Background: an optimization exercise with open tools, aiming at small area. Do not read the settings as production practice.
Function was checked by simulation only, so behaviour that the tests miss may differ from the original.
The flow treats the clock pin as an ideal source, which a real chip does not have.
Power is estimated from default activity; no workload was simulated.

### design/flow/flow/cts.args
-sink_clustering_enable -repair_clock_nets -dont_use_dummy_load -buf_list {sky130_fd_sc_hd__clkbuf_4} -root_buf sky130_fd_sc_hd__clkbuf_4 -sink_clustering_size 20
### design/flow/constraint.sdc
create_clock -name core_clock -period 30.0 [get_ports {CLOCK_50}]
set_input_delay 6.0000 -clock core_clock [delete_from_list [all_inputs] [get_ports {CLOCK_50}]]
set_output_delay 6.0000 -clock core_clock [all_outputs]
set_load 0.01 [all_outputs]
### design/flow/config.mk
export PLATFORM = sky130hd
export DESIGN_NAME = DistanceSensor
export DESIGN_NICKNAME = DistanceSensor
export VERILOG_FILES = /design/flow/design.v
export SDC_FILE = /design/flow/constraint.sdc
export NUM_CORES = 4
export LEC_CHECK = 0
export CAP_MARGIN = 20
export CORE_MARGIN = 2
export CORE_UTILIZATION = 40
export SLEW_MARGIN = 20
### design/flow/flow/resyn.ys.in
read_liberty -ignore_miss_func @LIB@
read_verilog @IN@
hierarchy -top @TOP@
setattr -mod -set blackbox 1 sky130_fd_sc_hd__df* sky130_fd_sc_hd__edf* sky130_fd_sc_hd__sdf* sky130_fd_sc_hd__sedf* sky130_fd_sc_hd__dl*
flatten
opt_clean -purge
opt -fast
abc -liberty @LIB@ -dont_use sky130_fd_sc_hd__probe_p_8 -dont_use sky130_fd_sc_hd__probec_p_8 -dont_use sky130_fd_sc_hd__lpflow_* -script @ABC@
opt_clean -purge
hilomap -singleton -hicell sky130_fd_sc_hd__conb_1 HI -locell sky130_fd_sc_hd__conb_1 LO
insbuf -buf sky130_fd_sc_hd__buf_1 A X
opt_clean -purge
rename -hide w:*:*
rename -hide w:*/*
select -module @TOP@
stat -liberty @LIB@
write_verilog -noattr -nohex -nodec -selected @OUT@
### design/flow/flow/deep.abc.in
strash
&get -n
&deepsyn -T @T@ -S @S@
&put
strash
&get -n
@DCH@
&nf -a -R 1000
&put
topo
### design/flow/flow/run.sh
#!/bin/bash
# Own layout flow: the standard synthesis, then a stronger area-oriented
# re-mapping of the combinational logic only (every flip-flop instance of the
# standard synthesis is kept as it is, with its name and cell type), then the
# standard ORFS layout with small port buffers and clock buffers.
set -euo pipefail
HERE=$(pwd)
PLAT=$FLOW_HOME/platforms/$FLOW_PLATFORM
LIB=$PLAT/lib/sky130_fd_sc_hd__tt_025C_1v80.lib
RES=$HERE/orfs/results/$FLOW_PLATFORM/DistanceSensor/base
PORTBUF="BUFFER_PORTS_ARGS=-buffer_cell sky130_fd_sc_hd__buf_1"

bash standard.sh synth > synth.log 2>&1
cp $RES/1_2_yosys.v $HERE/std_synth.v

# Re-map with several random seeds and two mappings, four at a time; keep
# the smallest netlist that passes yosys's check.
VARIANTS=""
for S in 0 1 2 3 4 5 6 7; do for D in 0 1; do VARIANTS="$VARIANTS ${S}_${D}"; done; done
run_one() {
  local V=$1 S=${1%_*} D=${1#*_} DCH=""
  [[ $D == 1 ]] && DCH="\&dch -f"
  sed -e "s#@T@#30#" -e "s#@S@#$S#" -e "s#@DCH@#$DCH#" flow/deep.abc.in > deep_$V.abc
  sed -e "s#@LIB@#$LIB#g" -e "s#@IN@#$HERE/std_synth.v#" -e "s#@TOP@#$FLOW_TOP#g" \
      -e "s#@ABC@#$HERE/deep_$V.abc#" -e "s#@OUT@#$HERE/resyn_$V.v#" flow/resyn.ys.in > resyn_$V.ys
  yosys -l resyn_$V.log resyn_$V.ys > /dev/null 2>&1 || true
}
N=0
for V in $VARIANTS; do
  run_one $V &
  N=$((N + 1))
  if (( N % 4 == 0 )); then wait; fi
done
wait
BEST=""; BESTA=""
for V in $VARIANTS; do
  [[ -f resyn_$V.v ]] || continue
  if yosys -l resyn_check_$V.log -p "read_liberty -lib $LIB; read_verilog $HERE/resyn_$V.v; hierarchy -top $FLOW_TOP; check -assert -mapped" > /dev/null 2>&1; then
    A=$(grep 'Chip area' resyn_$V.log | awk '{print $NF}')
    echo "$V $A" >> resyn_areas.txt
    if [[ -z "$BEST" ]] || awk "BEGIN{exit !($A < $BESTA)}"; then BEST=$V; BESTA=$A; fi
  fi
done
echo "best seed: ${BEST:-none} area ${BESTA:-}" > resyn_choice.txt
if [[ -n "$BEST" ]]; then
  cp $HERE/resyn_$BEST.v $RES/1_2_yosys.v
  rm -f $RES/1_synth.odb $RES/1_synth.sdc
fi

bash standard.sh "$PORTBUF" SKIP_REPAIR_TIE_FANOUT=1 CTS_ARGS="$(cat flow/cts.args)" finish > layout.log 2>&1
### design/flow/design.v
module Binary2BCD #( parameter W = 18)(input [W-1:0]val, output reg [W+(W-4)/3:0]bcd);
	integer i, j;
	always @(val) begin
		for (i = 0; i <= W+(W-4)/3; i = i + 1) bcd[i] = 0;
		bcd[W-1:0] = val;
		for (i = 0; i <= W-4; i = i + 1)
			for (j = 0; j <= i / 3; j = j + 1)
				if (bcd[W - i + 4 * j -: 4] > 4)
					bcd[W - i + 4 * j -: 4] = bcd[W - i + 4 * j -: 4] + 4'd3;
	end
endmodule
module BCD2SevenSegment(input [3:0] bcd, output reg [6:0] out);
	always @(bcd) begin
		case (bcd)
			4'h0   : out = 7'b1000000;
			4'h1   : out = 7'b1111001;
			4'h2   : out = 7'b0100100;
			4'h3   : out = 7'b0110000;
			4'h4   : out = 7'b0011001;
			4'h5   : out = 7'b0010010;
			4'h6   : out = 7'b0000010;
			4'h7   : out = 7'b1111000;
			4'h8   : out = 7'b0000000;
			4'h9   : out = 7'b0011000;
			default: out = 7'bXXXXXXX;
		endcase
	end
endmodule
module DistanceSensor(input CLOCK_50, input reset, input echo, output reg trig, output [6:0] HEX3, HEX2, HEX1, HEX0);
	reg [21:0] r;
	reg [11:0] p;
	reg [3:0] u, t;
	reg [2:0] h;
	reg [3:0] du, dt;
	reg [2:0] dh;
	wire ones21 = &r[20:0];
	wire wrap = ones21 & ~r[21];              
	wire first = ones21 & r[21] & ~trig;      
	wire splice = ~|(r[20:0] ^ 21'h0AAAAA);   
	wire fb = ~(r[21] ^ r[20]) ^ splice;
	wire end500 = r[10] & r[11] & ~r[13] & ~r[19];  
	wire pfb = ~(p[11] ^ p[10]);
	wire pend = ~p[0] & p[1] & ~p[2] & p[3] & p[4] & ~p[5] & p[6] & ~p[8] & p[9] & p[11];  
	wire p499 = p[0] & ~p[3] & p[4] & ~p[5] & ~p[6] & p[9] & ~p[11];                   
	wire [3:0] un, tn;
	wire [2:0] hn;
	assign un = {((u[0] & u[1]) | (~u[1] & ~u[2] & u[3]) | (u[1] & u[2])), ((~u[0] & ~u[2]) | (~u[0] & ~u[3])), ((~u[1] & ~u[2] & ~u[3]) | (u[1] & u[2])), ((u[0] & ~u[1]) | (~u[1] & u[2] & ~u[3]))};
	assign tn = {((t[0] & t[1]) | (~t[1] & ~t[2] & t[3]) | (t[1] & t[2])), ((~t[0] & ~t[2]) | (~t[0] & ~t[3])), ((~t[1] & ~t[2] & ~t[3]) | (t[1] & t[2])), ((t[0] & ~t[1]) | (~t[1] & t[2] & ~t[3]))};
	assign hn = {((h[0] & h[1]) | (h[2])), ((~h[0] & h[1]) | (h[0] & ~h[1])), ((~h[0]))};
	wire u9 = (~u[1] & u[2] & u[3]);
	wire t9 = (~t[1] & t[2] & t[3]);
	wire sat = (h[0] & h[1] & h[2]);
	wire q655 = ((h[1] & h[2])) & ((t[0])) & ((u[0]));  
	always @(posedge CLOCK_50) begin
		if (reset) begin
			r <= 0;
			trig <= 0;
		end else begin
			r <= {~r[20:0], fb};
			if (wrap) trig <= 1;
			else if (end500) trig <= 0;
		end
		if (wrap || reset) begin
			p <= 0;
			u <= 4'd0; t <= 4'd0; h <= 3'd0;
		end else if (echo && !sat) begin
			if (q655 && p499) begin
				h <= 3'd7;
			end else if (pend) begin
				p <= 0;
				u <= un;
				if (u9) begin
					t <= tn;
					if (t9) h <= hn;
				end
			end else p <= {p[10:0], pfb};
		end
		if (wrap || first) begin
			du <= u; dt <= t; dh <= h;
		end
	end
	wire dsat = (dh[0] & dh[1] & dh[2]);
	wire [6:0] su, st, sh;
	assign su[0] = (~du[0] & du[2] & ~du[3]);
	assign su[1] = (du[0] & ~du[1]);
	assign su[2] = (du[1] & du[2] & du[3]);
	assign su[3] = (~du[0] & ~du[1] & du[2]) | (du[1] & ~du[3]);
	assign su[4] = (~du[1] & du[2]) | (du[1] & ~du[2]) | (du[1] & ~du[3]);
	assign su[5] = (du[1]);
	assign su[6] = (~du[0] & ~du[2] & ~du[3]) | (du[1] & ~du[3]);
	assign st[0] = (~dt[0] & dt[2] & ~dt[3]);
	assign st[1] = (dt[0] & ~dt[1]);
	assign st[2] = (dt[1] & dt[2] & dt[3]);
	assign st[3] = (~dt[0] & ~dt[1] & dt[2]) | (dt[1] & ~dt[3]);
	assign st[4] = (~dt[1] & dt[2]) | (dt[1] & ~dt[2]) | (dt[1] & ~dt[3]);
	assign st[5] = (dt[1]);
	assign st[6] = (~dt[0] & ~dt[2] & ~dt[3]) | (dt[1] & ~dt[3]);
	assign sh[0] = (~dh[0] & ~dh[1] & dh[2]) | (dh[0] & ~dh[1] & ~dh[2]);
	assign sh[1] = (~dh[0] & dh[1] & dh[2]) | (dh[0] & ~dh[1] & dh[2]);
	assign sh[2] = (~dh[0] & dh[1] & ~dh[2]);
	assign sh[3] = (~dh[0] & ~dh[1] & dh[2]) | (dh[0] & ~dh[1] & ~dh[2]) | (dh[0] & dh[1] & dh[2]);
	assign sh[4] = (dh[0]) | (~dh[1] & dh[2]);
	assign sh[5] = (dh[0] & ~dh[2]) | (dh[1] & ~dh[2]);
	assign sh[6] = (~dh[1] & ~dh[2]);
	assign HEX3 = {~dsat, 1'b0, dsat, dsat, 3'b000};
	assign HEX2 = sh;
	assign HEX1 = dsat ? 7'b0011000 : st;
	assign HEX0 = dsat ? 7'b0011000 : su;
endmodule
### design/flow/standard.sh
#!/bin/bash
# synth_recipe.tcl (not shown) runs the flow's synth.tcl, then flattens the netlist and writes it again
# the make line also repeats each setting of config.mk as NAME=value (left out here)
make -C /OpenROAD-flow-scripts/flow DESIGN_CONFIG=/design/flow/config.mk WORK_HOME=/design/flow/orfs CLKGATE_MAP_FILE= SYNTH_SCRIPT=/design/flow/synth_recipe.tcl "${@:-finish}"
==> impl_metrics.xml, run 1 <==
<?xml version="1.0" encoding="UTF-8"?>
<metrics>
  <group name="cts">
    <metric name="cts_hold_repair.buffers" unit="">0</metric>
    <metric name="later_pin_clock_latency_in_the_skew_report" unit="ns">0.39</metric>
    <metric name="tritoncts_clock_tree" unit="">done</metric>
    <metric name="tritoncts.num_buffers" unit="">9</metric>
    <metric name="cts-root-to-sink-buffers" unit="">2</metric>
    <metric name="cts_post_setup_buffers_inserted" unit="">0</metric>
    <metric name="post_cts_resize_count" unit="">0</metric>
    <metric name="clkSlewWorstSetupHoldPaths" unit="ns">0.10</metric>
    <metric name="cts_root_buf" unit="">sky130_fd_sc_hd__clkbuf_4</metric>
    <metric name="clock_tree.htree_level_count" unit="">3</metric>
    <metric name="numClockSinks" unit="">57</metric>
  </group>
  <group name="worst_setup_path">
    <metric name="worstSetupPathType" unit="">flop to output pin</metric>
    <metric name="timing.critical_path.arrival" unit="ns">2.14</metric>
    <metric name="crit_path_max_incr_delay" unit="ns">0.43</metric>
    <metric name="cp-start-kind" unit="">flop</metric>
    <metric name="critical_r2r_launch" unit="">p[0]$_SDFFE_PP0P_</metric>
    <metric name="r2r.worst_path.cells" unit="">10</metric>
    <metric name="timing.rr.end" unit="">h[1]$_SDFFE_PP0P_</metric>
    <metric name="r2r_slack" unit="ns">27.38</metric>
    <metric name="critical-path-slowest-cell" unit="">sky130_fd_sc_hd__edfxtp_1</metric>
    <metric name="worst_ep_required_time" unit="ns">24.00</metric>
    <metric name="path_common_cell" unit="">sky130_fd_sc_hd__and3_1</metric>
    <metric name="timing.critical_path.cells" unit="">and3_1 -&gt; clkinv_1 -&gt; and2_0 -&gt; and3_1 -&gt; nor2_1 -&gt; buf_1</metric>
    <metric name="worstSetupEndpointType" unit="">output pin</metric>
    <metric name="path_max_fanout" unit="">11</metric>
  </group>
  <group name="detailed_routing">
    <metric name="drt-pass1-iter-count" unit="">4</metric>
    <metric name="antenna_left" unit="">0</metric>
    <metric name="wl_per_cell" unit="µm">11.4</metric>
    <metric name="drt_wl_total" unit="mm">3.54</metric>
    <metric name="vias" unit="">1553</metric>
    <metric name="drt_first_iter_violations" unit="">86</metric>
    <metric name="viasPerCell" unit="">4.99</metric>
    <metric name="drc_errors" unit="">0</metric>
  </group>
  <group name="outcome">
    <metric name="status" unit="">timing/DRC/antenna clean</metric>
  </group>
  <group name="finish">
    <metric name="n_antenna_cell" unit="">0</metric>
    <metric name="final_cell_count_no_fill" unit="">311</metric>
    <metric name="layout.nets" unit="">246</metric>
    <metric name="syn2layout_area_growth" unit="%">12.1</metric>
    <metric name="drive_above_1_share" unit="%">4.56</metric>
    <metric name="finalCoreUtilization" unit="%">45.9</metric>
  </group>
  <group name="power">
    <metric name="clock_power_share" unit="%">29.9</metric>
    <metric name="peakVddDrop" unit="V">0.0000285</metric>
    <metric name="pwr-share-comb" unit="%">2.9</metric>
    <metric name="p_seq_share" unit="%">67.2</metric>
    <metric name="net-switching-power" unit="mW">0.0265</metric>
    <metric name="internal_power" unit="mW">0.0952</metric>
    <metric name="powerDensity" unit="nW/µm²">52.6</metric>
    <metric name="p_sw_share" unit="%">21.8</metric>
    <metric name="p_leak" unit="nW">0.883</metric>
  </group>
  <group name="placed_design">
    <metric name="gpl.final_weighted_congestion" unit="">0.826</metric>
    <metric name="dp_hpwl" unit="mm">2.47</metric>
    <metric name="port-buffer-count" unit="">27</metric>
    <metric name="placed_insts" unit="">302</metric>
  </group>
  <group name="synth">
    <metric name="ys.warnings.count" unit="">1</metric>
    <metric name="synth.cell_area" unit="µm²">2070</metric>
    <metric name="syn_avg_cell_area" unit="µm²">9.88</metric>
    <metric name="postSynthCellCount" unit="">209</metric>
  </group>
  <group name="sta">
    <metric name="rsz0062_at_grt" unit="">no</metric>
    <metric name="worst_slew_pin_slew" unit="ns">0.919</metric>
    <metric name="setup_viol_count_final" unit="">0</metric>
    <metric name="maxSlewHeadroom" unit="%">38.3</metric>
    <metric name="timing.final.hold_violations" unit="">0</metric>
    <metric name="final_max_slew_viol_count" unit="">0</metric>
    <metric name="max_freq" unit="MHz">123</metric>
    <metric name="fin_crit" unit="ns">8.14</metric>
    <metric name="fin_tns_setup" unit="ns">0</metric>
    <metric name="timing.final.crit_share" unit="%">27.1</metric>
    <metric name="finalClockSkew" unit="ns">0.0315</metric>
  </group>
  <group name="grt">
    <metric name="grt_antenna_before_repair" unit="">0</metric>
    <metric name="maximum_number_of_pins_on_one_net_before_global_route_repair" unit="">25</metric>
    <metric name="gr-total-overflow" unit="">0</metric>
    <metric name="first_global_vias" unit="">1257</metric>
    <metric name="grt_pass1_wl" unit="mm">5.50</metric>
    <metric name="globalRouteTotalUtil" unit="%">13.4</metric>
  </group>
  <group name="floorplanning">
    <metric name="start_util" unit="%">41.0</metric>
    <metric name="floorplan.die.height" unit="µm">75.9</metric>
    <metric name="pin_count" unit="">32</metric>
    <metric name="number_of_rows_in_the_core_area" unit="">26</metric>
    <metric name="design.core.area" unit="µm²">5040</metric>
    <metric name="dieWidth" unit="µm">75.9</metric>
    <metric name="die_area" unit="µm²">5760</metric>
  </group>
  <group name="min_path">
    <metric name="timing.hold.worst_endpoint" unit="">r[10]$_SDFF_PP0_</metric>
    <metric name="worstHoldStart" unit="">r[9]$_SDFF_PP0_</metric>
    <metric name="hold_path_depth" unit="">1</metric>
    <metric name="hp-class" unit="">flop to flop</metric>
  </group>
  <group name="run">
    <metric name="cap_violations" unit="">0</metric>
  </group>
</metrics>
[power groups by stage]
stage | Clock [mW] | Combinational (mW) | Sequential [mW]
after floorplan | 0 | 0.00265 | 0.0830
after global placement | 0 | 0.00360 | 0.0835
after detailed placement | 0 | 0.00364 | 0.0835
after CTS | 0.0378 | 0.00364 | 0.0818
after global routing | 0.0415 | 0.00414 | 0.0821
final | 0.0364 | 0.00359 | 0.0818
[cell usage in the layout, fill, tap and decap left out, types with 2 or more instances in the layout]
cell / count
sky130_fd_sc_hd__nand2b_1: 4
sky130_fd_sc_hd__nand4_1: 4
sky130_fd_sc_hd__a211oi_1: 2
sky130_fd_sc_hd__dfxtp_1: 46
sky130_fd_sc_hd__nor4_1: 4
sky130_fd_sc_hd__clkbuf_4: 9
sky130_fd_sc_hd__nor2b_1: 2
sky130_fd_sc_hd__buf_1: 27
sky130_fd_sc_hd__nand3b_1: 2
sky130_fd_sc_hd__and3_1: 5
sky130_fd_sc_hd__nor3_1: 18
sky130_fd_sc_hd__a21o_1: 2
sky130_fd_sc_hd__a22o_1: 11
sky130_fd_sc_hd__nand2_1: 9
sky130_fd_sc_hd__nor3b_1: 4
sky130_fd_sc_hd__o21a_1: 2
sky130_fd_sc_hd__nor2_1: 41
sky130_fd_sc_hd__o31ai_1: 2
sky130_fd_sc_hd__nand3_1: 4
sky130_fd_sc_hd__a21oi_1: 10
sky130_fd_sc_hd__clkinv_1: 5
sky130_fd_sc_hd__edfxtp_1: 11
sky130_fd_sc_hd__o21ai_0: 3
sky130_fd_sc_hd__and2_0: 3
[layout make-up]
class | instances | area, µm²
fillers | 500 | 2730
clock buffers | 9 | 67.6
multi-input cells | 142 | 781
well taps | 70 | 87.6
repair buffers | 28 | 109
inverters | 5 | 18.8
flip-flops and latches | 57 | 1250
[critical path, delay by kind of cell, from the launching register on]
kind	cells	cell delay, ns
flip-flops	1	0.43
AND/OR/NAND/NOR	4	0.94
buffers and inverters	2	0.38
[metal layers]
layer	vias up	track usage [%]	share of wire, %
met4	0	7.80	2.7
met1	687	15.8	48
met2	44	19.7	43
met5	-	0	0
li1	813	-	-
met3	9	6.75	6.1
[state kept, by name (all words and copies together), names as in the netlist]
name  cells
dh        3
dt        4
du        4
h         3
p        12
r        22
t         4
trig      1
u         4
[worst max-delay path by stage]
stage                     from                 to  slack [ns]  cells after the start
2_1_floorplan  dh[2]$_DFFE_PP_            HEX0[4]       22.25                      5
3_3_place_gp             reset  p[8]$_SDFFE_PP0P_       22.14                      6
3_5_place_dp             reset  p[8]$_SDFFE_PP0P_       22.16                      6
4_1_cts        dh[2]$_DFFE_PP_            HEX0[4]       21.80                      6
5_1_grt        dh[2]$_DFFE_PP_            HEX0[4]       21.62                      6
6_report       dh[2]$_DFFE_PP_            HEX0[4]       21.86                      6
[per-stage QoR]
step	total power [mW]	worst slack [ns]	hold slack, ns	cell area (µm²)
final	0.122	21.86	0.403	2310
after global routing	0.128	21.62	0.410	2310
after CTS	0.123	21.80	0.404	2310
after detailed placement	0.0872	22.16	0.401	2240
after global placement	0.0871	22.14	0.398	2240
after floorplan	0.0857	22.25	0.386	2070
==> run 2: changes to the inputs <==
--- a/design/flow/flow/run.sh
+++ b/design/flow/flow/run.sh
@@ -47,4 +47,4 @@
   rm -f $RES/1_synth.odb $RES/1_synth.sdc
 fi
 
-bash standard.sh "$PORTBUF" SKIP_REPAIR_TIE_FANOUT=1 CTS_ARGS="$(cat flow/cts.args)" finish > layout.log 2>&1
+bash standard.sh "$PORTBUF" CTS_ARGS="$(cat flow/cts.args)" finish > layout.log 2>&1
==> run 2 against run 1 <==
Effect of this change:
- critical path type unchanged
- sequential power is essentially flat
- combinational power is 2% lower
- first-iteration DRC count down 29%
- core utilization increased by 0.074 points
- worst hold slack better by 0.015 ns
- power is 0.42% lower
- register-to-register slack worse by 0.09 ns
- via count fell by 0.90%
- routed wire length down 2.7%
- setup slack worse by 0.038 ns
- still clean
- clock power shrank 1%
==> impl_metrics.xml, run 2 <==
<?xml version="1.0" encoding="UTF-8"?>
<metrics>
  <group name="outcome">
    <metric name="status" unit="">timing/DRC/antenna clean</metric>
  </group>
  <group name="grt">
    <metric name="grt_util_met1" unit="%">15.4</metric>
    <metric name="maximum_number_of_pins_on_one_net_before_global_route_repair" unit="">25</metric>
    <metric name="grt_pass1_wl" unit="mm">5.62</metric>
    <metric name="globalRouteTotalUtil" unit="%">13.5</metric>
    <metric name="gr-total-overflow" unit="">0</metric>
    <metric name="grt_use_met3" unit="%">5.56</metric>
    <metric name="first_global_vias" unit="">1300</metric>
    <metric name="global_route.usage.met2" unit="%">20.9</metric>
    <metric name="grt_antenna_before_repair" unit="">0</metric>
    <metric name="global_route_layer_with_the_greatest_usage" unit="">met2</metric>
  </group>
  <group name="cts">
    <metric name="cts_hold_repair.buffers" unit="">0</metric>
    <metric name="cts-root-to-sink-buffers" unit="">2</metric>
    <metric name="tritoncts.num_buffers" unit="">9</metric>
    <metric name="clock_tree.htree_level_count" unit="">3</metric>
    <metric name="cts_root_buf" unit="">sky130_fd_sc_hd__clkbuf_4</metric>
    <metric name="numClockSinks" unit="">57</metric>
    <metric name="later_pin_clock_latency_in_the_skew_report" unit="ns">0.38</metric>
    <metric name="cts_post_setup_buffers_inserted" unit="">0</metric>
    <metric name="post_cts_resize_count" unit="">0</metric>
    <metric name="tritoncts_clock_tree" unit="">done</metric>
    <metric name="clkSlewWorstSetupHoldPaths" unit="ns">0.09</metric>
  </group>
  <group name="worst_setup_path">
    <metric name="worstSetupEndpointType" unit="">output pin</metric>
    <metric name="timing.critical_path.arrival" unit="ns">2.18</metric>
    <metric name="worstSetupPathType" unit="">flop to output pin</metric>
    <metric name="path_max_fanout" unit="">11</metric>
    <metric name="r2r.worst_path.cells" unit="">10</metric>
    <metric name="critical-path-top-delay-family" unit="">simple AND/OR/NAND/NOR gates</metric>
    <metric name="cp-start-kind" unit="">flop</metric>
    <metric name="timing.critical_path.cells" unit="">and3_1 -&gt; clkinv_1 -&gt; and2_0 -&gt; and3_1 -&gt; nor2_1 -&gt; buf_1</metric>
    <metric name="timing.rr.end" unit="">h[1]$_SDFFE_PP0P_</metric>
    <metric name="path_common_cell" unit="">sky130_fd_sc_hd__and3_1</metric>
    <metric name="critical-path-slowest-cell" unit="">sky130_fd_sc_hd__edfxtp_1</metric>
    <metric name="crit_buf_inv" unit="">2</metric>
    <metric name="crit_path_max_incr_delay" unit="ns">0.44</metric>
    <metric name="r2r_slack" unit="ns">27.29</metric>
    <metric name="worst_ep_required_time" unit="ns">24.00</metric>
    <metric name="critical_r2r_launch" unit="">p[0]$_SDFFE_PP0P_</metric>
  </group>
  <group name="sta">
    <metric name="timing.final.hold_violations" unit="">0</metric>
    <metric name="maxSlewHeadroom" unit="%">39.1</metric>
    <metric name="setup_viol_count_final" unit="">0</metric>
    <metric name="final_max_slew_viol_count" unit="">0</metric>
    <metric name="max_freq" unit="MHz">122</metric>
    <metric name="rsz0062_at_grt" unit="">no</metric>
    <metric name="worst_slew_pin_slew" unit="ns">0.907</metric>
    <metric name="fin_tns_setup" unit="ns">0</metric>
    <metric name="timing.final.crit_share" unit="%">27.3</metric>
    <metric name="finalClockSkew" unit="ns">0.0229</metric>
    <metric name="fin_crit" unit="ns">8.18</metric>
  </group>
  <group name="floorplanning">
    <metric name="dieWidth" unit="µm">75.9</metric>
    <metric name="pin_count" unit="">32</metric>
    <metric name="design.core.area" unit="µm²">5040</metric>
    <metric name="start_util" unit="%">41.0</metric>
    <metric name="number_of_rows_in_the_core_area" unit="">26</metric>
    <metric name="floorplan.die.height" unit="µm">75.9</metric>
    <metric name="die_area" unit="µm²">5760</metric>
  </group>
  <group name="finish">
    <metric name="layout.nets" unit="">248</metric>
    <metric name="n_antenna_cell" unit="">0</metric>
    <metric name="layout_commonest_cell" unit="">sky130_fd_sc_hd__dfxtp_1</metric>
    <metric name="layout_top_registers" unit="">r (22), p (12)</metric>
    <metric name="drive_above_1_share" unit="%">4.12</metric>
    <metric name="syn2layout_area_growth" unit="%">12.2</metric>
    <metric name="final_cell_count_no_fill" unit="">313</metric>
    <metric name="largest_reg_flops" unit="">22</metric>
    <metric name="largest-register" unit="">r</metric>
    <metric name="most-common-layout-cells" unit="">sky130_fd_sc_hd__dfxtp_1, sky130_fd_sc_hd__nor2_1, sky130_fd_sc_hd__buf_1</metric>
  </group>
  <group name="synth">
    <metric name="syn_avg_cell_area" unit="µm²">9.88</metric>
    <metric name="postSynthCellCount" unit="">209</metric>
    <metric name="synth.cell_area" unit="µm²">2070</metric>
    <metric name="ys.warnings.count" unit="">1</metric>
  </group>
  <group name="placed_design">
    <metric name="gpl.final_weighted_congestion" unit="">0.771</metric>
    <metric name="port-buffer-count" unit="">27</metric>
    <metric name="placed_insts" unit="">304</metric>
    <metric name="dp_hpwl" unit="mm">2.46</metric>
  </group>
  <group name="power">
    <metric name="p_seq_share" unit="%">67.4</metric>
    <metric name="net-switching-power" unit="mW">0.0261</metric>
    <metric name="peakVddDrop" unit="V">0.0000313</metric>
    <metric name="powerDensity" unit="nW/µm²">52.3</metric>
    <metric name="internal_power" unit="mW">0.0952</metric>
    <metric name="pwr-share-comb" unit="%">2.9</metric>
    <metric name="p_sw_share" unit="%">21.5</metric>
    <metric name="clock_power_share" unit="%">29.7</metric>
    <metric name="p_leak" unit="nW">0.888</metric>
  </group>
  <group name="detailed_routing">
    <metric name="wl_per_cell" unit="µm">11.0</metric>
    <metric name="viasPerCell" unit="">4.92</metric>
    <metric name="antenna_left" unit="">0</metric>
    <metric name="drt_wl_total" unit="mm">3.44</metric>
    <metric name="vias" unit="">1539</metric>
    <metric name="drt_first_iter_violations" unit="">61</metric>
    <metric name="drt-pass1-iter-count" unit="">4</metric>
    <metric name="drc_errors" unit="">0</metric>
  </group>
  <group name="min_path">
    <metric name="worstHoldStart" unit="">r[17]$_SDFF_PP0_</metric>
    <metric name="hp-class" unit="">flop to flop</metric>
    <metric name="timing.hold.worst_endpoint" unit="">r[18]$_SDFF_PP0_</metric>
    <metric name="hold_path_depth" unit="">1</metric>
  </group>
  <group name="run">
    <metric name="cap_violations" unit="">0</metric>
  </group>
</metrics>
## run 2: cell count changes in the layout (fill, tap and decap cells not counted)
cell / previous run / this run
sky130_fd_sc_hd__buf_4: 1 / 0
sky130_fd_sc_hd__conb_1: 1 / 4
## run 2: worst max-delay path by stage
stage                     depth (start not counted)           endpoint            start
final                                             6            HEX0[4]  dh[2]$_DFFE_PP_
after global routing                              6            HEX0[4]  dh[2]$_DFFE_PP_
after CTS                                         6            HEX0[4]  dh[2]$_DFFE_PP_
after detailed placement                          5  p[8]$_SDFFE_PP0P_            reset
after global placement                            4  p[5]$_SDFFE_PP0P_            reset
after floorplan                                   5            HEX0[4]  dh[2]$_DFFE_PP_
## run 2: worst register-to-register path, cell delays in order (launching register included)
cell                      delay [ns]
sky130_fd_sc_hd__dfxtp_1        0.34
sky130_fd_sc_hd__or3_1          0.37
sky130_fd_sc_hd__nor3_1         0.25
sky130_fd_sc_hd__nand3_1        0.27
sky130_fd_sc_hd__nor3_1         0.38
sky130_fd_sc_hd__and2_0         0.30
sky130_fd_sc_hd__nand2_1        0.13
sky130_fd_sc_hd__nor2_1         0.14
sky130_fd_sc_hd__and3_1         0.24
sky130_fd_sc_hd__a21oi_1        0.09
sky130_fd_sc_hd__o21a_1         0.13
## run 2: power by group through the flow
stage          registers, mW  clock network [mW]  logic (mW)
2_1_floorplan         0.0830                   0     0.00265
3_3_place_gp          0.0835                   0     0.00352
3_5_place_dp          0.0835                   0     0.00357
4_1_cts               0.0818              0.0378     0.00358
5_1_grt               0.0821              0.0412     0.00412
6_report              0.0818              0.0360     0.00351
## run 2: area by class of cell
class                      instances  area (µm²)
sequential                        57        1250
timing repair buffer              27         101
tap                               70        87.6
multi-input combinational        145         792
clock buffer                       9        67.6
fill                             509        2720
inverter                           5        18.8
## run 2: layer usage
layer  part of all wire [%]  wire length [µm]  vias to the layer above
li1                       -                 -                      818
met1                     48              1670                      675
met2                     43              1490                       37
met3                    5.3               181                        9
met4                    2.9               101                        0
met5                      0                 0                        -
## run 2: per-stage QoR
| step | hold WS, ns | setup WS (ns) | instance area, µm² | total power, mW | utilization [%] |
|---|---|---|---|---|---|
| floorplan | 0.386 | 22.25 | 2080 | 0.0857 | - |
| global placement | 0.401 | 21.96 | 2250 | 0.0871 | 44.6 |
| detailed placement | 0.408 | 21.94 | 2250 | 0.0871 | 44.6 |
| CTS | 0.419 | 21.77 | 2310 | 0.123 | 45.9 |
| global route | 0.445 | 21.57 | 2320 | 0.127 | 46.0 |
| finish | 0.418 | 21.82 | 2320 | 0.121 | 46.0 |
==> run 3: changes to the inputs <==
--- a/design/flow/flow/run.sh
+++ b/design/flow/flow/run.sh
@@ -13,10 +13,10 @@
 bash standard.sh synth > synth.log 2>&1
 cp $RES/1_2_yosys.v $HERE/std_synth.v
 
-# Re-map with several random seeds and two mappings, four at a time; keep
+# Re-map with 16 random seeds and two mappings, four at a time; keep
 # the smallest netlist that passes yosys's check.
 VARIANTS=""
-for S in 0 1 2 3 4 5 6 7; do for D in 0 1; do VARIANTS="$VARIANTS ${S}_${D}"; done; done
+for S in $(seq 0 15); do for D in 0 1; do VARIANTS="$VARIANTS ${S}_${D}"; done; done
 run_one() {
   local V=$1 S=${1%_*} D=${1#*_} DCH=""
   [[ $D == 1 ]] && DCH="\&dch -f"
@@ -47,4 +47,4 @@
   rm -f $RES/1_synth.odb $RES/1_synth.sdc
 fi
 
-bash standard.sh "$PORTBUF" CTS_ARGS="$(cat flow/cts.args)" finish > layout.log 2>&1
+bash standard.sh "$PORTBUF" SKIP_REPAIR_TIE_FANOUT=1 CTS_ARGS="$(cat flow/cts.args)" finish > layout.log 2>&1
==> run 3 against run 2 <==
Effect of this change:
- still clean on timing, DRC and antenna
- final cell count shrank 0.64%
- final area shrank 0.16%
- sequential share of layout area grew 0.087 points
- fmax grew 0.46%
- non-clock buffer count grew 1
- global-route usage shrank 0.11 points
- synthesized cell count is the same
- synthesized area is the same
- core utilization shrank 0.074 points
- combinational power grew 2%
- critical path type unchanged
==> impl_metrics.xml, run 3 <==
<?xml version="1.0" encoding="UTF-8"?>
<metrics>
  <group name="detailed_routing">
    <metric name="drt_first_iter_violations" unit="">86</metric>
    <metric name="drt_wl_total" unit="mm">3.54</metric>
    <metric name="antenna_left" unit="">0</metric>
    <metric name="vias" unit="">1553</metric>
    <metric name="drc_errors" unit="">0</metric>
    <metric name="wl_per_cell" unit="µm">11.4</metric>
    <metric name="viasPerCell" unit="">4.99</metric>
    <metric name="drt-pass1-iter-count" unit="">4</metric>
  </group>
  <group name="finish">
    <metric name="layout.area.seq" unit="µm²">1250</metric>
    <metric name="final.fill_count" unit="">500</metric>
    <metric name="n_antenna_cell" unit="">0</metric>
    <metric name="layout.nets" unit="">246</metric>
    <metric name="multiInputGateArea" unit="µm²">781</metric>
    <metric name="largest_reg_flops" unit="">22</metric>
    <metric name="syn2layout_area_growth" unit="%">12.1</metric>
    <metric name="drive_above_1_share" unit="%">4.56</metric>
    <metric name="most-common-layout-cells" unit="">sky130_fd_sc_hd__dfxtp_1, sky130_fd_sc_hd__nor2_1, sky130_fd_sc_hd__buf_1</metric>
    <metric name="layout_top_registers" unit="">r (22), p (12)</metric>
    <metric name="layout_commonest_cell" unit="">sky130_fd_sc_hd__dfxtp_1</metric>
    <metric name="largest-register" unit="">r</metric>
  </group>
  <group name="outcome">
    <metric name="status" unit="">timing/DRC/antenna clean</metric>
  </group>
  <group name="worst_setup_path">
    <metric name="path_max_fanout" unit="">11</metric>
    <metric name="path_common_cell" unit="">sky130_fd_sc_hd__and3_1</metric>
    <metric name="r2r.worst_path.cells" unit="">10</metric>
    <metric name="timing.critical_path.cells" unit="">and3_1 -&gt; clkinv_1 -&gt; and2_0 -&gt; and3_1 -&gt; nor2_1 -&gt; buf_1</metric>
    <metric name="timing.rr.end" unit="">h[1]$_SDFFE_PP0P_</metric>
    <metric name="critical-path-slowest-cell" unit="">sky130_fd_sc_hd__edfxtp_1</metric>
    <metric name="worst_ep_required_time" unit="ns">24.00</metric>
    <metric name="timing.critical_path.arrival" unit="ns">2.14</metric>
    <metric name="worstSetupPathType" unit="">flop to output pin</metric>
    <metric name="crit_path_max_incr_delay" unit="ns">0.43</metric>
    <metric name="r2r_slack" unit="ns">27.38</metric>
    <metric name="cp-start-kind" unit="">flop</metric>
    <metric name="worstSetupEndpointType" unit="">output pin</metric>
    <metric name="critical_r2r_launch" unit="">p[0]$_SDFFE_PP0P_</metric>
  </group>
  <group name="power">
    <metric name="p_seq_share" unit="%">67.2</metric>
    <metric name="peakVddDrop" unit="V">0.0000285</metric>
    <metric name="p_sw_share" unit="%">21.8</metric>
    <metric name="net-switching-power" unit="mW">0.0265</metric>
    <metric name="clock_power_share" unit="%">29.9</metric>
    <metric name="internal_power" unit="mW">0.0952</metric>
    <metric name="powerDensity" unit="nW/µm²">52.6</metric>
    <metric name="pwr-share-comb" unit="%">2.9</metric>
    <metric name="p_leak" unit="nW">0.883</metric>
  </group>
  <group name="sta">
    <metric name="setup_viol_count_final" unit="">0</metric>
    <metric name="timing.final.hold_violations" unit="">0</metric>
    <metric name="finalClockSkew" unit="ns">0.0315</metric>
    <metric name="fin_crit" unit="ns">8.14</metric>
    <metric name="rsz0062_at_grt" unit="">no</metric>
    <metric name="finalWorstSetupSlack" unit="ns">21.86</metric>
    <metric name="max_freq" unit="MHz">123</metric>
    <metric name="fin_tns_setup" unit="ns">0</metric>
    <metric name="maxSlewHeadroom" unit="%">38.3</metric>
    <metric name="final_max_slew_viol_count" unit="">0</metric>
    <metric name="worst_slew_pin_slew" unit="ns">0.919</metric>
    <metric name="timing.final.crit_share" unit="%">27.1</metric>
  </group>
  <group name="cts">
    <metric name="cts-root-to-sink-buffers" unit="">2</metric>
    <metric name="tritoncts.num_buffers" unit="">9</metric>
    <metric name="tritoncts_clock_tree" unit="">done</metric>
    <metric name="clkSlewWorstSetupHoldPaths" unit="ns">0.10</metric>
    <metric name="later_pin_clock_latency_in_the_skew_report" unit="ns">0.39</metric>
    <metric name="cts_hold_repair.buffers" unit="">0</metric>
    <metric name="cts_post_setup_buffers_inserted" unit="">0</metric>
    <metric name="clock_tree.htree_level_count" unit="">3</metric>
    <metric name="cts_root_buf" unit="">sky130_fd_sc_hd__clkbuf_4</metric>
    <metric name="numClockSinks" unit="">57</metric>
    <metric name="post_cts_resize_count" unit="">0</metric>
  </group>
  <group name="grt">
    <metric name="maximum_number_of_pins_on_one_net_before_global_route_repair" unit="">25</metric>
    <metric name="gr-total-overflow" unit="">0</metric>
    <metric name="global_route_layer_with_the_greatest_usage" unit="">met2</metric>
    <metric name="globalRouteTotalUtil" unit="%">13.4</metric>
    <metric name="grt_pass1_wl" unit="mm">5.50</metric>
    <metric name="global_route.usage.met2" unit="%">19.7</metric>
    <metric name="first_global_vias" unit="">1257</metric>
    <metric name="grt_util_met1" unit="%">15.8</metric>
    <metric name="grt_antenna_before_repair" unit="">0</metric>
    <metric name="grt_use_met3" unit="%">6.75</metric>
  </group>
  <group name="floorplanning">
    <metric name="start_util" unit="%">41.0</metric>
    <metric name="dieWidth" unit="µm">75.9</metric>
    <metric name="design.core.area" unit="µm²">5040</metric>
    <metric name="die_area" unit="µm²">5760</metric>
    <metric name="number_of_rows_in_the_core_area" unit="">26</metric>
    <metric name="pin_count" unit="">32</metric>
    <metric name="floorplan.die.height" unit="µm">75.9</metric>
  </group>
  <group name="synth">
    <metric name="ys.warnings.count" unit="">1</metric>
    <metric name="synth.cell_area" unit="µm²">2070</metric>
    <metric name="postSynthCellCount" unit="">209</metric>
    <metric name="syn_avg_cell_area" unit="µm²">9.88</metric>
  </group>
  <group name="min_path">
    <metric name="hold_path_depth" unit="">1</metric>
    <metric name="hp-class" unit="">flop to flop</metric>
    <metric name="timing.hold.worst_endpoint" unit="">r[10]$_SDFF_PP0_</metric>
    <metric name="worstHoldStart" unit="">r[9]$_SDFF_PP0_</metric>
  </group>
  <group name="placed_design">
    <metric name="gpl.final_weighted_congestion" unit="">0.826</metric>
    <metric name="dp_hpwl" unit="mm">2.47</metric>
    <metric name="post-place-ws" unit="ns">22.16</metric>
    <metric name="port-buffer-count" unit="">27</metric>
  </group>
  <group name="run">
    <metric name="cap_violations" unit="">0</metric>
  </group>
</metrics>
-- run 3: layout make-up --
type                    count  share of cell area [%]
multi-input cells         142                    33.7
clock buffers               9                    2.92
repair buffers             28                    4.70
inverters                   5                   0.811
flip-flops and latches     57                    54.1
well taps                  70                    3.78
-- run 3: power by group through the flow --
stage	logic (mW)	registers, mW	clock network (mW)
finish	0.00359	0.0818	0.0364
floorplan	0.00265	0.0830	0
CTS	0.00364	0.0818	0.0378
global placement	0.00360	0.0835	0
global route	0.00414	0.0821	0.0415
detailed placement	0.00364	0.0835	0
-- run 3: how the worst max path moves through the flow --
stage	to	start
floorplan	HEX0[4]	dh[2]$_DFFE_PP_
global placement	p[8]$_SDFFE_PP0P_	reset
detailed placement	p[8]$_SDFFE_PP0P_	reset
CTS	HEX0[4]	dh[2]$_DFFE_PP_
global route	HEX0[4]	dh[2]$_DFFE_PP_
finish	HEX0[4]	dh[2]$_DFFE_PP_
-- run 3: per-stage QoR --
stage	area (µm²)	hold slack, ns	power (mW)	instances	utilization (%)
final	2310	0.403	0.122	311	45.9
after detailed placement	2240	0.401	0.0872	302	44.5
after CTS	2310	0.404	0.123	311	45.8
after global placement	2240	0.398	0.0871	302	44.5
after floorplan	2070	0.386	0.0857	209	-
after global routing	2310	0.410	0.128	311	45.9
-- run 3: per-layer routing --
layer  vias to the layer above  part of all wire (%)
met5                         -                     0
met3                         9                   6.1
met1                       687                    48
met4                         0                   2.7
met2                        44                    43
li1                        813                     -
-- run 3: worst max-delay path, delay by kind of cell, from the launching register on --
family                 cells  cell delay (ns)
and+or+nand+nor            4             0.94
DFF                        1             0.43
buffers and inverters      2             0.38
==> run 4: changes to the inputs <==
--- a/design/flow/flow/run.sh
+++ b/design/flow/flow/run.sh
@@ -13,10 +13,10 @@
 bash standard.sh synth > synth.log 2>&1
 cp $RES/1_2_yosys.v $HERE/std_synth.v
 
-# Re-map with 16 random seeds and two mappings, four at a time; keep
+# Re-map with 8 random seeds and two mappings, four at a time; keep
 # the smallest netlist that passes yosys's check.
 VARIANTS=""
-for S in $(seq 0 15); do for D in 0 1; do VARIANTS="$VARIANTS ${S}_${D}"; done; done
+for S in $(seq 0 7); do for D in 0 1; do VARIANTS="$VARIANTS ${S}_${D}"; done; done
 run_one() {
   local V=$1 S=${1%_*} D=${1#*_} DCH=""
   [[ $D == 1 ]] && DCH="\&dch -f"
@@ -47,4 +47,4 @@
   rm -f $RES/1_synth.odb $RES/1_synth.sdc
 fi
 
-bash standard.sh "$PORTBUF" SKIP_REPAIR_TIE_FANOUT=1 CTS_ARGS="$(cat flow/cts.args)" finish > layout.log 2>&1
+bash standard.sh "$PORTBUF" SKIP_REPAIR_TIE_FANOUT=1 POST_CTS_TCL=$HERE/flow/downsize_clk.tcl CTS_ARGS="$(cat flow/cts.args)" finish > layout.log 2>&1
==> design/flow/flow/downsize_clk.tcl (new file) <==
# Runs after clock tree synthesis (POST_CTS_TCL).
# Downsize clock buffers while every flip-flop clock pin keeps a slew under
# the limit (estimated from placement).
proc worst_clk_slew {} {
  set worst 0
  foreach pin [get_pins -hierarchical */CLK] {
    set s [get_property $pin slew_max]
    if {$s > $worst} { set worst $s }
  }
  return $worst
}
set limit 0.110
estimate_parasitics -placement
puts "downsize_clk: start worst clock slew [worst_clk_slew]"
set smaller {sky130_fd_sc_hd__clkbuf_4 sky130_fd_sc_hd__clkbuf_2 sky130_fd_sc_hd__clkbuf_1}
foreach inst [get_cells *] {
  set m [get_property $inst ref_name]
  set idx [lsearch $smaller $m]
  if {$idx < 0} continue
  set out [get_pins -of_objects $inst -filter "direction == output"]
  set net [get_nets -of_objects $out]
  if {![string match "clknet*" [get_property $net name]]} continue
  while {$idx + 1 < [llength $smaller]} {
    set cand [lindex $smaller [expr {$idx + 1}]]
    replace_cell $inst $cand
    estimate_parasitics -placement
    set w [worst_clk_slew]
    if {$w > $limit} {
      replace_cell $inst [lindex $smaller $idx]
      estimate_parasitics -placement
      break
    }
    puts "downsize_clk: [get_property $inst name] -> $cand (worst $w)"
    incr idx
  }
}
puts "downsize_clk: end worst clock slew [worst_clk_slew]"
check_placement -verbose
--- a/design/flow/config.mk
+++ b/design/flow/config.mk
@@ -5,7 +5,7 @@
 export SDC_FILE = /design/flow/constraint.sdc
 export NUM_CORES = 4
 export LEC_CHECK = 0
-export CAP_MARGIN = 20
+export CAP_MARGIN = 0
 export CORE_MARGIN = 2
 export CORE_UTILIZATION = 40
-export SLEW_MARGIN = 20
+export SLEW_MARGIN = 0
==> run 4 against run 3 <==
Effect of this change:
- synthesized area unchanged
- highest routed layer unchanged
- clock skew is 0.015 ns higher
- setup slack lost 0.063 ns
- die area is the same
- first-iteration DRC count unchanged
- flip-flop and latch count is the same
- register-to-register slack gained 0.02 ns
- critical path depth stayed put
- via count fell by 0.64%
==> impl_metrics.xml, run 4 <==
<?xml version="1.0" encoding="UTF-8"?>
<metrics>
  <group name="detailed_routing">
    <metric name="drt_wl_total" unit="mm">3.55</metric>
    <metric name="drc_errors" unit="">0</metric>
    <metric name="viasPerCell" unit="">4.96</metric>
    <metric name="antenna_left" unit="">0</metric>
    <metric name="wl_per_cell" unit="µm">11.4</metric>
    <metric name="drt-pass1-iter-count" unit="">4</metric>
    <metric name="drt_first_iter_violations" unit="">86</metric>
    <metric name="vias" unit="">1543</metric>
  </group>
  <group name="finish">
    <metric name="most-common-layout-cells" unit="">sky130_fd_sc_hd__dfxtp_1, sky130_fd_sc_hd__nor2_1, sky130_fd_sc_hd__buf_1</metric>
    <metric name="largest-register" unit="">r</metric>
    <metric name="layout_commonest_cell" unit="">sky130_fd_sc_hd__dfxtp_1</metric>
    <metric name="layout_top_registers" unit="">r (22), p (12)</metric>
    <metric name="final.fill_count" unit="">506</metric>
    <metric name="finalInstanceArea" unit="µm²">2300</metric>
    <metric name="largest_reg_flops" unit="">22</metric>
    <metric name="final_cell_count_no_fill" unit="">311</metric>
    <metric name="syn2layout_area_growth" unit="%">11.3</metric>
    <metric name="finalCoreUtilization" unit="%">45.6</metric>
    <metric name="layout.nets" unit="">246</metric>
    <metric name="drive_above_1_share" unit="%">4.15</metric>
    <metric name="n_antenna_cell" unit="">0</metric>
  </group>
  <group name="floorplanning">
    <metric name="design.core.area" unit="µm²">5040</metric>
    <metric name="die_area" unit="µm²">5760</metric>
    <metric name="number_of_rows_in_the_core_area" unit="">26</metric>
    <metric name="dieWidth" unit="µm">75.9</metric>
    <metric name="floorplan.die.height" unit="µm">75.9</metric>
    <metric name="pin_count" unit="">32</metric>
    <metric name="start_util" unit="%">41.0</metric>
  </group>
  <group name="placed_design">
    <metric name="gpl.final_weighted_congestion" unit="">0.826</metric>
    <metric name="dp_hpwl" unit="mm">2.47</metric>
    <metric name="placed_insts" unit="">302</metric>
    <metric name="port-buffer-count" unit="">27</metric>
    <metric name="place_area" unit="µm²">2240</metric>
  </group>
  <group name="cts">
    <metric name="clkSlewWorstSetupHoldPaths" unit="ns">0.10</metric>
    <metric name="later_pin_clock_latency_in_the_skew_report" unit="ns">0.46</metric>
    <metric name="numClockSinks" unit="">57</metric>
    <metric name="tritoncts_clock_tree" unit="">done</metric>
  </group>
  <group name="min_path">
    <metric name="hp-class" unit="">flop to flop</metric>
  </group>
  <group name="worst_setup_path">
    <metric name="cp-start-kind" unit="">flop</metric>
    <metric name="timing.critical_path.arrival" unit="ns">2.20</metric>
    <metric name="worstSetupPathType" unit="">flop to output pin</metric>
    <metric name="worst_ep_required_time" unit="ns">24.00</metric>
    <metric name="path_max_fanout" unit="">11</metric>
    <metric name="worstSetupEndpointType" unit="">output pin</metric>
  </group>
  <group name="run">
    <metric name="cap_violations" unit="">0</metric>
  </group>
  <group name="grt">
    <metric name="global_route.usage.met2" unit="%">19.7</metric>
    <metric name="global_route_layer_with_the_greatest_usage" unit="">met2</metric>
    <metric name="gr-total-overflow" unit="">0</metric>
    <metric name="first_global_vias" unit="">1257</metric>
    <metric name="grt_util_met1" unit="%">15.8</metric>
    <metric name="grt_antenna_before_repair" unit="">0</metric>
    <metric name="grt_use_met3" unit="%">6.75</metric>
    <metric name="globalRouteTotalUtil" unit="%">13.4</metric>
    <metric name="grt_pass1_wl" unit="mm">5.50</metric>
    <metric name="maximum_number_of_pins_on_one_net_before_global_route_repair" unit="">25</metric>
  </group>
  <group name="synth">
    <metric name="postSynthCellCount" unit="">209</metric>
    <metric name="synth.cell_area" unit="µm²">2070</metric>
    <metric name="syn_avg_cell_area" unit="µm²">9.88</metric>
    <metric name="ys.warnings.count" unit="">1</metric>
  </group>
  <group name="power">
    <metric name="peakVddDrop" unit="V">0.0000277</metric>
    <metric name="powerDensity" unit="nW/µm²">51.4</metric>
    <metric name="p_leak" unit="nW">0.881</metric>
  </group>
  <group name="outcome">
    <metric name="status" unit="">timing/DRC/antenna clean</metric>
  </group>
  <group name="sta">
    <metric name="timing.final.crit_share" unit="%">27.3</metric>
    <metric name="fin_crit" unit="ns">8.20</metric>
    <metric name="timing.final.hold_violations" unit="">0</metric>
    <metric name="worst_slew_pin_slew" unit="ns">1.03</metric>
    <metric name="setup_viol_count_final" unit="">0</metric>
    <metric name="finalClockSkew" unit="ns">0.0464</metric>
    <metric name="final_max_slew_viol_count" unit="">0</metric>
    <metric name="rsz0062_at_grt" unit="">no</metric>
    <metric name="maxSlewHeadroom" unit="%">31.7</metric>
    <metric name="max_freq" unit="MHz">122</metric>
    <metric name="fin_tns_setup" unit="ns">0</metric>
  </group>
</metrics>
==> run 4: critical path, stage by stage, from the launching register on <==
cell and delay [ns]:
sky130_fd_sc_hd__edfxtp_1 0.43, sky130_fd_sc_hd__and3_1 0.41, sky130_fd_sc_hd__clkinv_1 0.23, sky130_fd_sc_hd__and2_0 0.23, sky130_fd_sc_hd__and3_1 0.20, sky130_fd_sc_hd__nor2_1 0.10, sky130_fd_sc_hd__buf_1 0.15
==> run 4: final cells by class <==
class / instances / area, µm² / share of cell area, %
Timing Repair Buffer: 28 / 109 / 4.74
Multi-Input combinational cell: 142 / 777 / 33.8
Inverter: 5 / 18.8 / 0.817
Tap cell: 70 / 87.6 / 3.81
Sequential cell: 57 / 1250 / 54.4
Clock buffer: 9 / 55.1 / 2.40
==> run 4: final timing paths <==
kind	from	end	slack, ns	cells after the start
max	dh[2]$_DFFE_PP_	HEX0[4]	21.80	6
min	r[9]$_SDFF_PP0_	r[10]$_SDFF_PP0_	0.40	1
max reg2reg	p[0]$_SDFFE_PP0P_	h[1]$_SDFFE_PP0P_	27.40	10
min reg2reg	r[9]$_SDFF_PP0_	r[10]$_SDFF_PP0_	0.40	1
==> run 4: metal layers <==
metal	up-vias	part of all wire, %
met2	41	44
met3	7	5.6
met5	-	0
met1	684	49
li1	811	-
met4	0	2.2
==> run 4: stage by stage <==
step           power, mW  hold WS [ns]  worst slack (ns)
2_1_floorplan     0.0857         0.386             22.25
3_3_place_gp      0.0871         0.398             22.14
3_5_place_dp      0.0872         0.401             22.16
5_1_grt            0.124         0.410             21.52
6_report           0.118         0.402             21.80
==> run 4: report_power, final <==
| group | switching [mW] | total [mW] | internal [mW] | leakage, nW |
|---|---|---|---|---|
| clock network | 0.0224 | 0.0329 | 0.0105 | 0.0392 |
| registers | 0.00169 | 0.0817 | 0.0800 | 0.506 |
| logic | 0.00229 | 0.00359 | 0.00130 | 0.336 |
==> run 5: changes to the inputs <==
--- a/design/flow/config.mk
+++ b/design/flow/config.mk
@@ -5,7 +5,7 @@
 export SDC_FILE = /design/flow/constraint.sdc
 export NUM_CORES = 4
 export LEC_CHECK = 0
-export CAP_MARGIN = 0
+export CAP_MARGIN = 20
 export CORE_MARGIN = 2
 export CORE_UTILIZATION = 40
-export SLEW_MARGIN = 0
+export SLEW_MARGIN = 20
==> run 5 against run 4 <==
Effect of this change:
- power hardly changed
- fmax about the same
- clock power barely moved
- global-route usage unchanged
- still clean
- critical endpoint unchanged
- critical path depth unchanged
- via count is 0.32% higher
==> impl_metrics.xml, run 5 <==
<?xml version="1.0" encoding="UTF-8"?>
<metrics>
  <group name="outcome">
    <metric name="status" unit="">timing/DRC/antenna clean</metric>
  </group>
  <group name="detailed_routing">
    <metric name="drc_errors" unit="">0</metric>
    <metric name="vias" unit="">1548</metric>
    <metric name="drt_wl_total" unit="mm">3.54</metric>
    <metric name="antenna_left" unit="">0</metric>
    <metric name="wl_per_cell" unit="µm">11.4</metric>
    <metric name="drt-pass1-iter-count" unit="">4</metric>
    <metric name="drt_first_iter_violations" unit="">86</metric>
    <metric name="viasPerCell" unit="">4.98</metric>
  </group>
  <group name="grt">
    <metric name="gr-total-overflow" unit="">0</metric>
    <metric name="grt_antenna_before_repair" unit="">0</metric>
    <metric name="maximum_number_of_pins_on_one_net_before_global_route_repair" unit="">25</metric>
    <metric name="first_global_vias" unit="">1257</metric>
    <metric name="grt_pass1_wl" unit="mm">5.50</metric>
    <metric name="globalRouteTotalUtil" unit="%">13.4</metric>
  </group>
  <group name="worst_setup_path">
    <metric name="worstSetupEndpointType" unit="">output pin</metric>
    <metric name="critical-path-slowest-cell" unit="">sky130_fd_sc_hd__edfxtp_1</metric>
    <metric name="worst_ep_required_time" unit="ns">24.00</metric>
    <metric name="crit_buf_inv" unit="">2</metric>
    <metric name="path_common_cell" unit="">sky130_fd_sc_hd__and3_1</metric>
    <metric name="timing.critical_path.cells" unit="">and3_1 -&gt; clkinv_1 -&gt; and2_0 -&gt; and3_1 -&gt; nor2_1 -&gt; buf_1</metric>
    <metric name="critical-path-top-delay-family" unit="">simple AND/OR/NAND/NOR gates</metric>
    <metric name="crit_path_max_incr_delay" unit="ns">0.44</metric>
    <metric name="timing.critical_path.arrival" unit="ns">2.20</metric>
    <metric name="cp-start-kind" unit="">flop</metric>
    <metric name="worstSetupPathType" unit="">flop to output pin</metric>
    <metric name="path_max_fanout" unit="">11</metric>
  </group>
  <group name="sta">
    <metric name="final_max_slew_viol_count" unit="">0</metric>
    <metric name="fin_crit" unit="ns">8.20</metric>
    <metric name="timing.final.hold_violations" unit="">0</metric>
    <metric name="maxSlewHeadroom" unit="%">39.3</metric>
    <metric name="finalClockSkew" unit="ns">0.0467</metric>
    <metric name="worst_slew_pin_slew" unit="ns">0.904</metric>
    <metric name="rsz0062_at_grt" unit="">no</metric>
    <metric name="setup_viol_count_final" unit="">0</metric>
    <metric name="timing.hold.ws" unit="ns">0.401</metric>
    <metric name="timing.final.crit_share" unit="%">27.3</metric>
    <metric name="fin_tns_setup" unit="ns">0</metric>
    <metric name="max_freq" unit="MHz">122</metric>
  </group>
  <group name="finish">
    <metric name="n_antenna_cell" unit="">0</metric>
    <metric name="finalInstanceArea" unit="µm²">2300</metric>
    <metric name="syn2layout_area_growth" unit="%">11.4</metric>
    <metric name="largest-register" unit="">r</metric>
    <metric name="layout.nets" unit="">246</metric>
    <metric name="final.fill_count" unit="">504</metric>
    <metric name="largest_reg_flops" unit="">22</metric>
    <metric name="drive_above_1_share" unit="%">4.56</metric>
    <metric name="layout_commonest_cell" unit="">sky130_fd_sc_hd__dfxtp_1</metric>
    <metric name="most-common-layout-cells" unit="">sky130_fd_sc_hd__dfxtp_1, sky130_fd_sc_hd__nor2_1, sky130_fd_sc_hd__buf_1</metric>
    <metric name="layout_top_registers" unit="">r (22), p (12)</metric>
  </group>
  <group name="placed_design">
    <metric name="place_area" unit="µm²">2240</metric>
    <metric name="gpl.final_weighted_congestion" unit="">0.826</metric>
    <metric name="dp_hpwl" unit="mm">2.47</metric>
    <metric name="port-buffer-count" unit="">27</metric>
  </group>
  <group name="cts">
    <metric name="tritoncts_clock_tree" unit="">done</metric>
    <metric name="later_pin_clock_latency_in_the_skew_report" unit="ns">0.46</metric>
    <metric name="clkSlewWorstSetupHoldPaths" unit="ns">0.10</metric>
    <metric name="numClockSinks" unit="">57</metric>
  </group>
  <group name="power">
    <metric name="p_seq_share" unit="%">69.1</metric>
    <metric name="pwr-share-comb" unit="%">3.0</metric>
    <metric name="net-switching-power" unit="mW">0.0265</metric>
    <metric name="p_sw_share" unit="%">22.4</metric>
    <metric name="p_leak" unit="nW">0.881</metric>
    <metric name="fin_total_pwr" unit="mW">0.118</metric>
    <metric name="powerDensity" unit="nW/µm²">51.4</metric>
    <metric name="internal_power" unit="mW">0.0918</metric>
    <metric name="clock_power_share" unit="%">27.9</metric>
    <metric name="peakVddDrop" unit="V">0.0000278</metric>
  </group>
  <group name="synth">
    <metric name="ys.warnings.count" unit="">1</metric>
    <metric name="synth.cell_area" unit="µm²">2070</metric>
    <metric name="postSynthCellCount" unit="">209</metric>
    <metric name="syn_avg_cell_area" unit="µm²">9.88</metric>
  </group>
  <group name="floorplanning">
    <metric name="dieWidth" unit="µm">75.9</metric>
    <metric name="floorplan.die.height" unit="µm">75.9</metric>
    <metric name="die_area" unit="µm²">5760</metric>
    <metric name="pin_count" unit="">32</metric>
    <metric name="number_of_rows_in_the_core_area" unit="">26</metric>
    <metric name="design.core.area" unit="µm²">5040</metric>
    <metric name="start_util" unit="%">41.0</metric>
  </group>
  <group name="run">
    <metric name="cap_violations" unit="">0</metric>
  </group>
  <group name="min_path">
    <metric name="hp-class" unit="">flop to flop</metric>
  </group>
</metrics>
[run 5: area by class of cell]
cell class | instances | area, µm² | share of cell area (%)
Tap cell | 70 | 87.6 | 3.80
Sequential cell | 57 | 1250 | 54.3
Clock buffer | 9 | 55.1 | 2.39
Inverter | 5 | 18.8 | 0.815
Timing Repair Buffer | 28 | 109 | 4.73
Multi-Input combinational cell | 142 | 781 | 33.9
[run 5: final timing paths]
| kind | from | end | slack (ns) | cells past startpoint |
|---|---|---|---|---|
| worst min-delay path | r[9]$_SDFF_PP0_ | r[10]$_SDFF_PP0_ | 0.40 | 1 |
| worst max register to register | p[0]$_SDFFE_PP0P_ | h[1]$_SDFFE_PP0P_ | 27.39 | 10 |
| worst min register to register | r[9]$_SDFF_PP0_ | r[10]$_SDFF_PP0_ | 0.40 | 1 |
| worst max-delay path | dh[2]$_DFFE_PP_ | HEX0[4] | 21.80 | 6 |
[run 5: worst register-to-register path, delay by kind of cell, from the launching register on]
kind,cells,cell delay [ns]
simple gates,8,2.01
flops,1,0.35
compound gates,2,0.21
[run 5: metrics by stage]
step | util (%) | worst slack [ns] | cells
floorplan | - | 22.25 | 209
global placement | 44.5 | 22.14 | 302
global route | 45.7 | 21.52 | 311
detailed placement | 44.5 | 22.16 | 302
finish | 45.7 | 21.80 | 311
[run 5: power by group through the flow]
stage	sequential (mW)	clock [mW]	combinational, mW
after floorplan	0.0830	0	0.00265
after global placement	0.0835	0	0.00360
after detailed placement	0.0835	0	0.00364
after global routing	0.0821	0.0380	0.00414
final	0.0818	0.0330	0.00359
[run 5: per-layer routing]
metal,GRT usage [%],vias up,routed length [µm]
met5,0,-,0
met4,7.80,0,79
met3,6.75,7,215
met2,19.7,42,1540
met1,15.8,688,1700
li1,-,811,-
==> run 6: changes to the inputs <==
--- a/design/flow/flow/run.sh
+++ b/design/flow/flow/run.sh
@@ -47,4 +47,4 @@
   rm -f $RES/1_synth.odb $RES/1_synth.sdc
 fi
 
-bash standard.sh "$PORTBUF" SKIP_REPAIR_TIE_FANOUT=1 POST_CTS_TCL=$HERE/flow/downsize_clk.tcl CTS_ARGS="$(cat flow/cts.args)" finish > layout.log 2>&1
+bash standard.sh "$PORTBUF" SKIP_REPAIR_TIE_FANOUT=1 POST_CTS_TCL=$HERE/flow/post_cts.tcl CTS_ARGS="$(cat flow/cts.args)" finish > layout.log 2>&1
==> design/flow/flow/post_cts.tcl (new file) <==
# Runs after clock tree synthesis (POST_CTS_TCL): two small area clean-ups.

# 1. Fold a buffer that repair_design put right after an input port buffer
#    into a larger port buffer (buf_2), then let repair_design fix anything left.
estimate_parasitics -placement
set block [ord::get_db_block]
foreach bterm [$block getBTerms] {
  if {[$bterm getIoType] != "INPUT"} continue
  set pnet [$bterm getNet]
  foreach it [$pnet getITerms] {
    set pbuf [$it getInst]
    if {![string match "*buf*" [[$pbuf getMaster] getName]]} continue
    set onet [[$pbuf findITerm X] getNet]
    if {$onet == "NULL"} continue
    set loads [$onet getITerms]
    if {[llength $loads] != 2} continue
    foreach l $loads {
      set li [$l getInst]
      if {$li == $pbuf} continue
      if {[$li getMaster] != "NULL" && [string match "sky130_fd_sc_hd__buf_*" [[$li getMaster] getName]] && [[$l getMTerm] getName] == "A"} {
        puts "fold_inbuf: [$bterm getName]: removing [$li getName] after [$pbuf getName]"
        remove_buffers [get_cells [$li getName]]
        replace_cell [get_cells [$pbuf getName]] sky130_fd_sc_hd__buf_2
      }
    }
  }
}
estimate_parasitics -placement
repair_design -slew_margin 20 -cap_margin 20 -verbose
report_check_types -max_slew -max_capacitance -violators
detailed_placement
check_placement -verbose

# 2. Downsize clock buffers while every flip-flop clock pin keeps a slew
#    under the limit (estimated from placement).
proc worst_clk_slew {} {
  set worst 0
  foreach pin [get_pins -hierarchical */CLK] {
    set s [get_property $pin slew_max]
    if {$s > $worst} { set worst $s }
  }
  return $worst
}
set limit 0.110
estimate_parasitics -placement
puts "downsize_clk: start worst clock slew [worst_clk_slew]"
set smaller {sky130_fd_sc_hd__clkbuf_4 sky130_fd_sc_hd__clkbuf_2 sky130_fd_sc_hd__clkbuf_1}
foreach inst [get_cells *] {
  set m [get_property $inst ref_name]
  set idx [lsearch $smaller $m]
  if {$idx < 0} continue
  set out [get_pins -of_objects $inst -filter "direction == output"]
  set net [get_nets -of_objects $out]
  if {![string match "clknet*" [get_property $net name]]} continue
  while {$idx + 1 < [llength $smaller]} {
    set cand [lindex $smaller [expr {$idx + 1}]]
    replace_cell $inst $cand
    estimate_parasitics -placement
    set w [worst_clk_slew]
    if {$w > $limit} {
      replace_cell $inst [lindex $smaller $idx]
      estimate_parasitics -placement
      break
    }
    puts "downsize_clk: [get_property $inst name] -> $cand (worst $w)"
    incr idx
  }
}
puts "downsize_clk: end worst clock slew [worst_clk_slew]"
check_placement -verbose
removed: design/flow/flow/downsize_clk.tcl
==> run 6 against run 5 <==
Effect of this change:
- synthesized area did not move
- setup slack about the same
- first-iteration DRC count fell by 26%
- register-to-register slack is essentially flat
- non-clock buffer count is 1 lower
- combinational power is 2% lower
- final area is 0.27% lower
- critical endpoint unchanged
==> impl_metrics.xml, run 6 <==
<?xml version="1.0" encoding="UTF-8"?>
<metrics>
  <group name="placed_design">
    <metric name="place_area" unit="µm²">2240</metric>
    <metric name="port-buffer-count" unit="">27</metric>
    <metric name="gpl.final_weighted_congestion" unit="">0.826</metric>
    <metric name="placed_insts" unit="">302</metric>
  </group>
  <group name="sta">
    <metric name="rsz0062_at_grt" unit="">no</metric>
    <metric name="max_freq" unit="MHz">122</metric>
    <metric name="fin_tns_setup" unit="ns">0</metric>
  </group>
  <group name="worst_setup_path">
    <metric name="crit_path_max_incr_delay" unit="ns">0.44</metric>
    <metric name="worstSetupStartpoint" unit="">dh[2]$_DFFE_PP_</metric>
    <metric name="worstSetupEndpointType" unit="">output pin</metric>
    <metric name="worst_ep_required_time" unit="ns">24.00</metric>
  </group>
  <group name="synth">
    <metric name="postSynthCellCount" unit="">209</metric>
    <metric name="syn_avg_cell_area" unit="µm²">9.88</metric>
  </group>
  <group name="detailed_routing">
    <metric name="drc_errors" unit="">0</metric>
    <metric name="drt_wl_total" unit="mm">3.55</metric>
    <metric name="drt_first_iter_violations" unit="">64</metric>
    <metric name="drt-pass1-iter-count" unit="">4</metric>
  </group>
  <group name="min_path">
    <metric name="hp-class" unit="">flop to flop</metric>
    <metric name="worstHoldStart" unit="">r[9]$_SDFF_PP0_</metric>
    <metric name="hold_path_depth" unit="">1</metric>
  </group>
  <group name="power">
    <metric name="peakVddDrop" unit="V">0.0000276</metric>
    <metric name="net-switching-power" unit="mW">0.0265</metric>
    <metric name="clock_power_share" unit="%">27.9</metric>
    <metric name="p_seq_share" unit="%">69.2</metric>
    <metric name="p_leak" unit="nW">0.879</metric>
  </group>
  <group name="finish">
    <metric name="finalCoreUtilization" unit="%">45.5</metric>
    <metric name="syn2layout_area_growth" unit="%">11.1</metric>
    <metric name="layout_commonest_cell" unit="">sky130_fd_sc_hd__dfxtp_1</metric>
    <metric name="drive_above_1_share" unit="%">4.58</metric>
    <metric name="final_cell_count_no_fill" unit="">310</metric>
  </group>
  <group name="floorplanning">
    <metric name="number_of_rows_in_the_core_area" unit="">26</metric>
    <metric name="dieWidth" unit="µm">75.9</metric>
  </group>
  <group name="outcome">
    <metric name="status" unit="">timing/DRC/antenna clean</metric>
  </group>
</metrics>
## run 6: through the flow
| step | worst slack (ns) | total power [mW] |
|---|---|---|
| after floorplan | 22.25 | 0.0857 |
| after global placement | 22.14 | 0.0871 |
| after detailed placement | 22.16 | 0.0872 |
| after global routing | 21.52 | 0.124 |
| final | 21.80 | 0.118 |
## run 6: power groups by stage
stage / logic (mW) / clock network [mW] / registers [mW]
floorplan: 0.00265 / 0 / 0.0830
global placement: 0.00360 / 0 / 0.0835
detailed placement: 0.00364 / 0 / 0.0835
global route: 0.00406 / 0.0380 / 0.0821
finish: 0.00351 / 0.0330 / 0.0818
## run 6: worst max path at each step
stage                         to
2_1_floorplan            HEX0[4]
3_3_place_gp   p[8]$_SDFFE_PP0P_
3_5_place_dp   p[8]$_SDFFE_PP0P_
5_1_grt                  HEX0[4]
6_report                 HEX0[4]
## run 6: layer usage
layer  track usage, %  vias to the layer above  wire length [µm]
met2             19.7                       42              1540
met1             15.8                      686              1710
li1                 -                      809                 -
met3             6.75                        7               215
met4             7.80                        0                79
met5                0                        -                 0
## run 6: layout make-up
cell class              count  area share, %
multi-input cells         142           34.0
well taps                  70           3.81
flip-flops and latches     57           54.5
repair buffers             27           4.47
inverters                   5          0.817
clock buffers               9           2.40
## run 6: worst register-to-register path, delay by kind of cell, from the launching register on
kind / cells / cell delay (ns)
and+or+nand+nor: 8 / 2.01
DFF: 1 / 0.35
AOI/OAI and AO/OA: 2 / 0.21

==> afterwards: timing with drivers on the ports <==
The flow's constraints put no driver on any port. The routed layouts listed below were extracted and timed again, unchanged, in two steps. Step 1 assumes that a clkbuf_16 drives the clock port and a buf_2 every other input. Step 2 moves the port delays by t, midway between the first and last clock arrival at a register: inputs arrive t later, outputs are due t later. That takes back most of the time a late clock gives input paths. Three values: no drivers, after step 1, after step 2; two values: the first two.
| run | shift t [ns] | setup slack, ns | latest minus earliest clock arrival (ns) | slew at the worst register clock pin (ns) |
|---|---|---|---|---|
| run 1 | 0.404 | 21.862 / 21.837 / 22.129 | 0.031 / 0.032 | 0.10 / 0.10 |
| run 2 | 0.395 | 21.825 / 21.802 / 21.935 | 0.023 / 0.023 | 0.09 / 0.09 |
| run 3 | 0.404 | 21.862 / 21.837 / 22.129 | 0.031 / 0.032 | 0.10 / 0.10 |
| run 4 | 0.461 | 21.800 / 21.775 / 22.125 | 0.047 / 0.047 | 0.10 / 0.10 |
| run 5 | 0.460 | 21.798 / 21.773 / 22.137 | 0.046 / 0.046 | 0.11 / 0.11 |
| run 6 | 0.460 | 21.798 / 21.773 / 22.142 | 0.046 / 0.046 | 0.11 / 0.11 |
After both steps setup and hold are still met in every run listed.
